Background: an optimization exercise with open tools, aiming at small area, a short achievable clock period and few clock cycles per item. Do not read the settings as production practice. At most, simulation tests tie the RTL to the original design; equivalence was not proved. Power figures rest on the tool's default switching activity, not on a simulated workload.

==> module cache_controller, before the edit <==
module cache_controller(
    input  logic         clk,
    input  logic         rst_n,
    input  logic         read_req,      
    input  logic         write_req,     
    input  logic         cache_flush,   
    input  logic [31:0]  p_addr,        
    output logic [31:0]  m_addr,        
    input  logic [31:0]  p_w_data,      
    output logic [31:0]  p_r_data,      
    input  logic [127:0] m_r_data,      
    output logic [127:0] m_w_data,      
    input  logic         main_mem_ack,  
    output logic         mem_write,     
    output logic         mem_read,      
    output logic         stall,         
    output logic         p_ready        
);
    localparam PB = 3;      
    logic [127:0] line;     
    logic [27:0]  tag;      
    logic         valid;
    logic         dirty;
    logic         hit_r;    
    logic         miss_r;   
    logic         wreq_r;   
    logic [3:0]   ws_r;     
    logic         rd_r;     
    logic         wr_r;     
    logic         ack_r;    
    logic         rw, match, miss, fill_done, wb_done;
    logic [3:0]   word;     
    logic [3:0]   wsel;     
    logic [127:0] line_d;
    assign rw    = read_req | write_req;
    assign match = valid && (tag == p_addr[31:4]);
    assign miss  = !(valid && (tag[PB-1:0] == p_addr[PB+3:4])) || miss_r;
    assign fill_done = rd_r && main_mem_ack;
    assign wb_done   = wr_r && main_mem_ack;
    assign mem_write = dirty && ((rw && miss) || cache_flush);
    assign mem_read  = rw && !dirty && miss;
    assign m_addr    = {(dirty ? tag : p_addr[31:4]), 4'b0000};
    assign m_w_data  = line;
    assign p_ready = (rw && hit_r) || (main_mem_ack && ack_r) || (cache_flush && !dirty);
    assign stall   = (read_req | write_req | cache_flush) & ~p_ready;
    always_comb begin
        for (int k = 0; k < 4; k++) begin
            word[k] = (p_addr[3:2] == 2'(k));
            wsel[k] = ws_r[k] && wreq_r && (hit_r || rd_r);
            line_d[32*k +: 32] = wsel[k] ? p_w_data :
                                 rd_r    ? m_r_data[32*k +: 32] : line[32*k +: 32];
        end
    end
    always_comb begin
        p_r_data = 32'd0;
        for (int k = 0; k < 4; k++)
            p_r_data = p_r_data | ({32{ws_r[k]}} & line_d[32*k +: 32]);
    end
    always_ff @(posedge clk) begin
        line   <= line_d;
        ws_r   <= word;
        wreq_r <= write_req;
        if (fill_done)
            tag <= p_addr[31:4];
    end
    always_ff @(posedge clk or negedge rst_n) begin
        if (!rst_n) begin
            valid  <= 1'b0;
            dirty  <= 1'b0;
            hit_r  <= 1'b0;
            miss_r <= 1'b0;
            rd_r   <= 1'b0;
            wr_r   <= 1'b0;
            ack_r  <= 1'b0;
        end else begin
            hit_r  <= stall && match;
            miss_r <= stall && !match;
            rd_r   <= mem_read && !main_mem_ack;
            wr_r   <= mem_write && !main_mem_ack;
            ack_r  <= (mem_read || (mem_write && cache_flush)) && !main_mem_ack;
            if (fill_done)
                valid <= 1'b1;
            if (wb_done)
                dirty <= 1'b0;
            else if (wreq_r && (hit_r || fill_done))
                dirty <= 1'b1;
        end
    end
endmodule
clock: 6.0 ns
lec_check: 0
cap_margin: 20
core_margin: 2
core_utilization: 45
cts_buf_list: sky130_fd_sc_hd__clkbuf_8
setup_slack_margin: 2.8
slew_margin: 20
standard.sh (not shown) runs the stock make flow with config.mk's settings and CLKGATE_MAP_FILE= SYNTH_SCRIPT=/design/flow/synth_recipe.tcl, a recipe that flattens the netlist after the stock synthesis.
==> flow/flow/run.sh <==
#!/bin/bash
# Standard layout with two changes:
#  - synthesis maps the logic with an area-oriented ABC script
#    (flow/abc_area.script) instead of ORFS's speed script; everything else
#    in the standard flow's synthesis script (synth_recipe.tcl) is kept;
#  - the ports get plain buf_1 buffers (buffer_ports -buffer_cell).
set -euo pipefail
W=$PWD
# synth_recipe.tcl with a wrapper that swaps the ABC script
{
  head -n 1 synth_recipe.tcl
  cat <<EOT
proc abc {args} {
  set i [lsearch -exact \$args -script]
  if {\$i >= 0} { set args [lreplace \$args [expr {\$i+1}] [expr {\$i+1}] $W/flow/abc_area.script] }
  yosys abc {*}\$args
}
EOT
  tail -n +2 synth_recipe.tcl
} > synth_area.tcl
sed "s#SYNTH_SCRIPT=[^ ]*synth_recipe.tcl#SYNTH_SCRIPT=$W/synth_area.tcl#" standard.sh > standard_area.sh
grep -q "SYNTH_SCRIPT=$W/synth_area.tcl" standard_area.sh
export BUFFER_PORTS_ARGS="-buffer_cell sky130_fd_sc_hd__buf_1"
bash standard_area.sh > standard.log 2>&1
==> flow/flow/abc_area.script <==
strash
&get -n
&fraig -x
&put
dc2
strash
&get -n
&dch -f
&nf
&put
Rerun with:
--- a/flow/design.v
+++ b/flow/design.v
@@ -20,20 +20,22 @@
     logic [127:0] line;     
     logic [27:0]  tag;      
     logic         valid;
     logic         dirty;
     logic         hit_r;    
     logic         miss_r;   
-    logic         wreq_r;   
-    logic [3:0]   ws_r;     
     logic         rd_r;     
     logic         wr_r;     
     logic         ack_r;    
+    logic [3:0]   selm_r;   
+    logic [3:0]   sell_r;   
     logic         rw, match, miss, fill_done, wb_done;
     logic [3:0]   word;     
     logic [3:0]   wsel;     
+    logic [3:0]   fsel;     
+    logic [3:0]   hold;     
     logic [127:0] line_d;
     assign rw    = read_req | write_req;
     assign match = valid && (tag == p_addr[31:4]);
     assign miss  = !(valid && (tag[PB-1:0] == p_addr[PB+3:4])) || miss_r;
     assign fill_done = rd_r && main_mem_ack;
     assign wb_done   = wr_r && main_mem_ack;
@@ -41,28 +43,33 @@
     assign mem_read  = rw && !dirty && miss;
     assign m_addr    = {(dirty ? tag : p_addr[31:4]), 4'b0000};
     assign m_w_data  = line;
     assign p_ready = (rw && hit_r) || (main_mem_ack && ack_r) || (cache_flush && !dirty);
     assign stall   = (read_req | write_req | cache_flush) & ~p_ready;
     always_comb begin
+        p_r_data = 32'd0;
+        for (int k = 0; k < 4; k++)
+            p_r_data = p_r_data
+                     | ({32{selm_r[k]}} & m_r_data[32*k +: 32])
+                     | ({32{sell_r[k]}} & line[32*k +: 32]);
+    end
+    always_comb begin
         for (int k = 0; k < 4; k++) begin
             word[k] = (p_addr[3:2] == 2'(k));
-            wsel[k] = ws_r[k] && wreq_r && (hit_r || rd_r);
-            line_d[32*k +: 32] = wsel[k] ? p_w_data :
-                                 rd_r    ? m_r_data[32*k +: 32] : line[32*k +: 32];
+            wsel[k] = write_req && word[k] && (hit_r || fill_done);
+            fsel[k] = fill_done && !wsel[k];
+            hold[k] = !wsel[k] && !fill_done;
+            line_d[32*k +: 32] = ({32{hold[k]}} & line[32*k +: 32])
+                               | ({32{wsel[k]}} & p_w_data)
+                               | ({32{fsel[k]}} & m_r_data[32*k +: 32]);
         end
-    end
-    always_comb begin
-        p_r_data = 32'd0;
-        for (int k = 0; k < 4; k++)
-            p_r_data = p_r_data | ({32{ws_r[k]}} & line_d[32*k +: 32]);
     end
     always_ff @(posedge clk) begin
         line   <= line_d;
-        ws_r   <= word;
-        wreq_r <= write_req;
+        selm_r <= word & {4{mem_read && !main_mem_ack}};
+        sell_r <= word & {4{!(mem_read && !main_mem_ack)}};
         if (fill_done)
             tag <= p_addr[31:4];
     end
     always_ff @(posedge clk or negedge rst_n) begin
         if (!rst_n) begin
             valid  <= 1'b0;
@@ -79,11 +86,11 @@
             wr_r   <= mem_write && !main_mem_ack;
             ack_r  <= (mem_read || (mem_write && cache_flush)) && !main_mem_ack;
             if (fill_done)
                 valid <= 1'b1;
             if (wb_done)
                 dirty <= 1'b0;
-            else if (wreq_r && (hit_r || fill_done))
+            else if (write_req && (hit_r || fill_done))
                 dirty <= 1'b1;
         end
     end
 endmodule
=> Total power fell by 9.8%. First-iteration DRC count rose to 2.7 times its value. Flip-flop and latch count rose by 3. Global-route usage rose by 3.2 points. Design area fell by 14%. Synthesized area fell by 0.81%. Routed wire length rose by 5.0%. Worst setup slack gets better by 0.18 ns.
Testbench counts after the change, summed over its fixed seeds: cycles 67,648, items 12,008.
For the first run of this note, only the layout was checked, not whether the RTL still works.

========
The RTL this note starts from:
==> flow/design.v <==
module cache_controller(
    input  logic         clk,
    input  logic         rst_n,
    input  logic         read_req,      
    input  logic         write_req,     
    input  logic         cache_flush,   
    input  logic [31:0]  p_addr,        
    output logic [31:0]  m_addr,        
    input  logic [31:0]  p_w_data,      
    output logic [31:0]  p_r_data,      
    input  logic [127:0] m_r_data,      
    output logic [127:0] m_w_data,      
    input  logic         main_mem_ack,  
    output logic         mem_write,     
    output logic         mem_read,      
    output logic         stall,         
    output logic         p_ready        
);
    localparam PB = 3;      
    logic [127:0] line;     
    logic [27:0]  tag;      
    logic         valid;
    logic         dirty;
    logic         hit_r;    
    logic         miss_r;   
    logic         rd_r;     
    logic         wr_r;     
    logic         ack_r;    
    logic [3:0]   selm_r;   
    logic [3:0]   sell_r;   
    logic         rw, match, miss, fill_done, wb_done;
    logic [3:0]   word;     
    logic [3:0]   wsel;     
    logic [3:0]   fsel;     
    logic [3:0]   hold;     
    logic [127:0] line_d;
    assign rw    = read_req | write_req;
    assign match = valid && (tag == p_addr[31:4]);
    assign miss  = !(valid && (tag[PB-1:0] == p_addr[PB+3:4])) || miss_r;
    assign fill_done = rd_r && main_mem_ack;
    assign wb_done   = wr_r && main_mem_ack;
    assign mem_write = dirty && ((rw && miss) || cache_flush);
    assign mem_read  = rw && !dirty && miss;
    assign m_addr    = {(dirty ? tag : p_addr[31:4]), 4'b0000};
    assign m_w_data  = line;
    assign p_ready = (rw && hit_r) || (main_mem_ack && ack_r) || (cache_flush && !dirty);
    assign stall   = (read_req | write_req | cache_flush) & ~p_ready;
    always_comb begin
        p_r_data = 32'd0;
        for (int k = 0; k < 4; k++)
            p_r_data = p_r_data
                     | ({32{selm_r[k]}} & m_r_data[32*k +: 32])
                     | ({32{sell_r[k]}} & line[32*k +: 32]);
    end
    always_comb begin
        for (int k = 0; k < 4; k++) begin
            word[k] = (p_addr[3:2] == 2'(k));
            wsel[k] = write_req && word[k] && (hit_r || fill_done);
            fsel[k] = fill_done && !wsel[k];
            hold[k] = !wsel[k] && !fill_done;
            line_d[32*k +: 32] = ({32{hold[k]}} & line[32*k +: 32])
                               | ({32{wsel[k]}} & p_w_data)
                               | ({32{fsel[k]}} & m_r_data[32*k +: 32]);
        end
    end
    always_ff @(posedge clk) begin
        line   <= line_d;
        selm_r <= word & {4{mem_read && !main_mem_ack}};
        sell_r <= word & {4{!(mem_read && !main_mem_ack)}};
        if (fill_done)
            tag <= p_addr[31:4];
    end
    always_ff @(posedge clk or negedge rst_n) begin
        if (!rst_n) begin
            valid  <= 1'b0;
            dirty  <= 1'b0;
            hit_r  <= 1'b0;
            miss_r <= 1'b0;
            rd_r   <= 1'b0;
            wr_r   <= 1'b0;
            ack_r  <= 1'b0;
        end else begin
            hit_r  <= stall && match;
            miss_r <= stall && !match;
            rd_r   <= mem_read && !main_mem_ack;
            wr_r   <= mem_write && !main_mem_ack;
            ack_r  <= (mem_read || (mem_write && cache_flush)) && !main_mem_ack;
            if (fill_done)
                valid <= 1'b1;
            if (wb_done)
                dirty <= 1'b0;
            else if (write_req && (hit_r || fill_done))
                dirty <= 1'b1;
        end
    end
endmodule
export LEC_CHECK = 0
export CAP_MARGIN = 20
export CORE_MARGIN = 2
export CORE_UTILIZATION = 60
export CTS_BUF_LIST = sky130_fd_sc_hd__clkbuf_8
export SETUP_SLACK_MARGIN = 2.8
export SLEW_MARGIN = 20
create_clock -name core_clock -period 6.0 [get_ports {clk}]
Scripts as last shown in full above: flow/flow/run.sh, flow/flow/abc_area.script
Testbench counts at the start, summed over its fixed seeds: cycles 67,648, items 12,008.
==> next run, changes <==
--- a/flow/design.v
+++ b/flow/design.v
@@ -22,18 +22,16 @@
     logic         valid;
     logic         dirty;
     logic         hit_r;    
     logic         miss_r;   
+    logic         wreq_r;   
+    logic [3:0]   ws_r;     
     logic         rd_r;     
     logic         wr_r;     
     logic         ack_r;    
-    logic [3:0]   selm_r;   
-    logic [3:0]   sell_r;   
     logic         rw, match, miss, fill_done, wb_done;
     logic [3:0]   word;     
     logic [3:0]   wsel;     
-    logic [3:0]   fsel;     
-    logic [3:0]   hold;     
     logic [127:0] line_d;
     assign rw    = read_req | write_req;
     assign match = valid && (tag == p_addr[31:4]);
     assign miss  = !(valid && (tag[PB-1:0] == p_addr[PB+3:4])) || miss_r;
@@ -45,29 +43,24 @@
     assign m_w_data  = line;
     assign p_ready = (rw && hit_r) || (main_mem_ack && ack_r) || (cache_flush && !dirty);
     assign stall   = (read_req | write_req | cache_flush) & ~p_ready;
     always_comb begin
+        for (int k = 0; k < 4; k++) begin
+            word[k] = (p_addr[3:2] == 2'(k));
+            wsel[k] = ws_r[k] && wreq_r && (hit_r || rd_r);
+            line_d[32*k +: 32] = wsel[k] ? p_w_data :
+                                 rd_r    ? m_r_data[32*k +: 32] : line[32*k +: 32];
+        end
+    end
+    always_comb begin
         p_r_data = 32'd0;
         for (int k = 0; k < 4; k++)
-            p_r_data = p_r_data
-                     | ({32{selm_r[k]}} & m_r_data[32*k +: 32])
-                     | ({32{sell_r[k]}} & line[32*k +: 32]);
-    end
-    always_comb begin
-        for (int k = 0; k < 4; k++) begin
-            word[k] = (p_addr[3:2] == 2'(k));
-            wsel[k] = write_req && word[k] && (hit_r || fill_done);
-            fsel[k] = fill_done && !wsel[k];
-            hold[k] = !wsel[k] && !fill_done;
-            line_d[32*k +: 32] = ({32{hold[k]}} & line[32*k +: 32])
-                               | ({32{wsel[k]}} & p_w_data)
-                               | ({32{fsel[k]}} & m_r_data[32*k +: 32]);
-        end
+            p_r_data = p_r_data | ({32{ws_r[k]}} & line_d[32*k +: 32]);
     end
     always_ff @(posedge clk) begin
         line   <= line_d;
-        selm_r <= word & {4{mem_read && !main_mem_ack}};
-        sell_r <= word & {4{!(mem_read && !main_mem_ack)}};
+        ws_r   <= word;
+        wreq_r <= write_req;
         if (fill_done)
             tag <= p_addr[31:4];
     end
     always_ff @(posedge clk or negedge rst_n) begin
@@ -88,9 +81,9 @@
             if (fill_done)
                 valid <= 1'b1;
             if (wb_done)
                 dirty <= 1'b0;
-            else if (write_req && (hit_r || fill_done))
+            else if (wreq_r && (hit_r || fill_done))
                 dirty <= 1'b1;
         end
     end
 endmodule
The new run failed in global routing.
Synthesized area came out higher by 0.82%.
Synthesized cell count went up by 11%.
The RTL of the second run of this note was laid out without a check of its function.

afterwards: timing with drivers on the ports:
In the flow no input, the clock included, has a driving cell. The finished layouts below were timed again as built, in two steps. Step 1 assumes that a clkbuf_16 drives the clock port and a buf_2 every other input. Step 2 times the ports against the registers' clock, not the clock port: input delays grow and output delays shrink by t, the midpoint of the rising clock arrivals with the driver on. Three values: ideal, step 1, step 2; two values: the first two.
run | t (ns) | setup WS [ns] | clock arrival spread, ns | worst register clock-pin slew, ns
the first run of note 1 | 0.509 | 2.431 / 2.387 / 2.124 | 0.016 / 0.016 | 0.10 / 0.10
the second run of note 1 | 0.505 | 2.609 / 2.602 / 2.123 | 0.014 / 0.014 | 0.09 / 0.09
the first run of note 2 | 0.491 | 2.576 / 2.531 / 2.398 | 0.015 / 0.016 | 0.09 / 0.09
After both steps every run listed still meets setup and hold. For the second run of note 1, which loses most, drivers alone change the setup slack by -0.007 ns; drivers and shift together by -0.486 ns.
